Context: an optimization exercise on an open-source flow, tuned for small area. The choices shown serve that exercise and are no tape-out recipe.
Only simulation tests tie the RTL to the original design; equivalence was not proved.
The clock input has no modelled driver; a real chip could not lean on it and would need a root buffer or a full tree.
No activity file was given, so power comes from the tool's default toggle rates.

Design motor_driver_top, start of the top module:
module motor_driver_top(
        input [7:0] SW,
        input clk,
        input rst,
        input [15:0] adc_data,
        output [7:0] LED,
        output [3:0] AN,
        output [6:0] SEG,
        output [3:0] IN
    );
Size: ~49 I/O pins, roughly 4300 sq um of cells after synthesis.
export LEC_CHECK = 0
export CAP_MARGIN = 20
export CORE_MARGIN = 2
export CORE_UTILIZATION = 40
export SLEW_MARGIN = 20
create_clock -name core_clock -period 100.0 [get_ports {clk}]
standard.sh (not shown) runs the stock make flow with config.mk's settings and CLKGATE_MAP_FILE= SYNTH_SCRIPT=/design/flow/synth_recipe.tcl, a recipe that flattens the netlist after the stock synthesis.
==> flow/flow/run.sh <==
#!/bin/bash
# standard ORFS layout with smaller port buffers / clock tree settings
bash standard.sh "BUFFER_PORTS_ARGS=-buffer_cell sky130_fd_sc_hd__buf_1" "CTS_ARGS=-sink_clustering_enable -repair_clock_nets -dont_use_dummy_load -sink_clustering_size 40 -sink_clustering_max_diameter 150" finish > standard.log 2>&1
The starting point finished with timing, DRC and antenna clean.
Rerun with:
==> flow/flow/run.sh (replaced) <==
#!/bin/bash
# standard ORFS layout with smaller port buffers / clock tree settings
bash standard.sh "BUFFER_PORTS_ARGS=-buffer_cell sky130_fd_sc_hd__buf_1" "CTS_ARGS=-sink_clustering_enable -repair_clock_nets -dont_use_dummy_load -sink_clustering_size 80 -sink_clustering_max_diameter 300 -buf_list sky130_fd_sc_hd__clkbuf_16" finish > standard.log 2>&1
What happened: The new run ran to the end with no violations; combinational power stays flat; sequential share of layout area is lower by 0.75 points; wire length grows slightly.

---

motor_driver_top, a different RTL version from the one above (not shown whole).
Size: ~370 cells after synthesis, ~3200 um2 of cells after synthesis.
Design motor_driver_top, start of the top module:
module motor_driver_top(
        input [7:0] SW,
        input clk,
        input rst,
        input [15:0] adc_data,
        output [7:0] LED,
        output [3:0] AN,
        output [6:0] SEG,
        output [3:0] IN
    );
Settings: LEC_CHECK=0, CAP_MARGIN=20, CORE_MARGIN=2, CORE_UTILIZATION=55, SLEW_MARGIN=20; clock period 100.0 ns.
==> flow/flow/run.sh <==
#!/bin/bash
# ORFS layout of the standard synthesis, with these changes:
#  - after the standard synthesis, its combinational cells are mapped again
#    by ABC for area (remap.tcl, area.abc); the registers, their cells and
#    their names are the standard synthesis's, untouched;
#  - port buffers are sky130_fd_sc_hd__buf_1 instead of the default cell;
#  - the clock tree is a few large clock buffers, each driving a cluster of
#    registers (clkbuf.tcl), if the register clock pins' slew stays well
#    under the limit; otherwise ORFS's clock tree synthesis without dummy
#    loads.
# Each tool's output goes to its own log file in this folder.
set -euo pipefail
ARGS=("BUFFER_PORTS_ARGS=-buffer_cell sky130_fd_sc_hd__buf_1"
      "CTS_ARGS=-sink_clustering_enable -repair_clock_nets -dont_use_dummy_load")
bash standard.sh "${ARGS[@]}" synth > standard_synth.log 2>&1
R=$PWD/orfs/results/$FLOW_PLATFORM/motor_driver_top/base
PLAT=$FLOW_HOME/platforms/$FLOW_PLATFORM
cp $R/1_2_yosys.v standard_netlist.v
LIB=$PLAT/lib/sky130_fd_sc_hd__tt_025C_1v80.lib \
  IN_V=standard_netlist.v OUT_V=remapped_netlist.v ABC_SCRIPT=$PWD/flow/area.abc \
  yosys -c flow/remap.tcl > remap.log 2>&1
cp remapped_netlist.v $R/1_2_yosys.v
rm -f $R/1_synth.odb $R/1_synth.sdc
bash standard.sh "${ARGS[@]}" place > standard_place.log 2>&1
# clock buffers: the first configuration whose worst register clock-pin
# slew (placement parasitics) is at most 110 ps
done_cts=0
for cfg in "3 sky130_fd_sc_hd__clkbuf_8" "2 sky130_fd_sc_hd__clkbuf_16" "4 sky130_fd_sc_hd__clkbuf_8" "3 sky130_fd_sc_hd__clkbuf_16" "4 sky130_fd_sc_hd__clkbuf_16"; do
  set -- $cfg
  log=clkbuf_${1}.log
  PLAT=$PLAT IN_ODB=$R/3_place.odb IN_SDC=$R/3_place.sdc \
    OUT_ODB=$PWD/clkbuf_try.odb OUT_SDC=$PWD/clkbuf_try.sdc \
    CLKBUF_CELL=$2 CLKBUF_K=$1 CLKROOT_CELL=sky130_fd_sc_hd__clkbuf_4 \
    openroad -no_init -exit flow/clkbuf.tcl > $log 2>&1 || continue
  worst=$(sed -n '/CLOCK PIN SLEWS/,$p' $log | grep '/CLK ^' | awk '{print $3; print $5}' | cut -d: -f1 | sort -g | tail -1)
  echo "$cfg: worst clock pin slew $worst" >> clkbuf_choice.log
  if [[ -n "$worst" ]] && awk -v w="$worst" 'BEGIN { exit !(w <= 0.110) }'; then
    cp clkbuf_try.odb $R/4_1_cts.odb
    cp $R/4_1_cts.odb $R/4_cts.odb
    cp clkbuf_try.sdc $R/4_cts.sdc
    done_cts=1
    echo "chosen: $cfg" >> clkbuf_choice.log
    break
  fi
done
[[ $done_cts == 1 ]] || echo "chosen: ORFS clock tree synthesis" >> clkbuf_choice.log
bash standard.sh "${ARGS[@]}" finish > standard_finish.log 2>&1
Other scripts of this flow, unchanged in this note and not shown: flow/flow/area.abc, flow/flow/clkbuf.tcl, flow/flow/remap.tcl
==> next run, changes <==
- CORE_UTILIZATION: 55 -> 45
- PLACE_DENSITY: unset -> 0.9
After rerunning: Die area climbs by 21%. Setup slack improved by 0.0031 ns. Worst hold slack improved by 0.0049 ns. Clock skew climbs by 0.012 ns. Utilization drops by 11 points.
==> next run, changes <==
- CORE_UTILIZATION: 45 -> 55
- PLACE_DENSITY: 0.9 -> 0.8
Result: Sequential power stays flat. Hold slack got worse by 0.0097 ns. Critical path depth stays the same. Synthesized cell count does not change.
==> next run, changes <==
--- a/flow/flow/run.sh
+++ b/flow/flow/run.sh
@@ -26,5 +26,5 @@
 # slew (placement parasitics) is at most 110 ps
 done_cts=0
-for cfg in "3 sky130_fd_sc_hd__clkbuf_8" "2 sky130_fd_sc_hd__clkbuf_16" "4 sky130_fd_sc_hd__clkbuf_8" "3 sky130_fd_sc_hd__clkbuf_16" "4 sky130_fd_sc_hd__clkbuf_16"; do
+for cfg in "3 sky130_fd_sc_hd__clkbuf_16" "4 sky130_fd_sc_hd__clkbuf_16"; do
   set -- $cfg
   log=clkbuf_${1}.log
- CORE_UTILIZATION: 55 -> 40
- PLACE_DENSITY: 0.8 -> unset
Clock skew fell by 0.0068 ns.
Worst hold slack barely changes.
Routed wire length climbs by 7.9%.
Clock power rises by about 10%.
Setup slack loses 0.017 ns.
Cell area rises by 1.8%.
Via count climbs by 0.68%.
Sequential share of layout area drops by 0.81 points.
No run of this note takes its clock network from TritonCTS; it comes from the design's own scripts or RTL.

## static timing again, ports no longer ideal
Ports are ideal in the flow. The routed layouts listed here were re-timed in OpenROAD.
Step 1: set_driving_cell puts a clkbuf_16 on clk and a buf_2 on each other input, an assumption about the parent block.
Step 2 times the ports against the registers' clock, not the clock port: input delays grow and output delays shrink by t, the midpoint of the rising clock arrivals with the driver on.
Slacks: ideal / step 1 / step 2; pairs: ideal / step 1.
run	t (ns)	setup slack, ns	worst register clock-pin slew, ns	worst slew at a driven data input, ns	pins driven straight from the clock port
the first run of note 1	0.370	58.511 / 58.489 / 58.489	0.08 / 0.08	0.03	1
the second run of note 1	0.360	58.505 / 58.482 / 58.482	0.06 / 0.06	0.03	1
the first run of note 2	0.222	59.527 / 59.504 / 59.504	0.10 / 0.10	0.03	3
the second run of note 2	0.218	59.530 / 59.505 / 59.505	0.10 / 0.10	0.03	3
the third run of note 2	0.214	59.545 / 59.524 / 59.524	0.10 / 0.10	0.03	3
the fourth run of note 2	0.220	59.527 / 59.505 / 59.505	0.09 / 0.09	0.03	4
After both steps setup and hold are still met in every run listed. For the second run of note 2, which loses most, drivers alone change the setup slack by -0.025 ns; drivers and shift together by -0.025 ns.
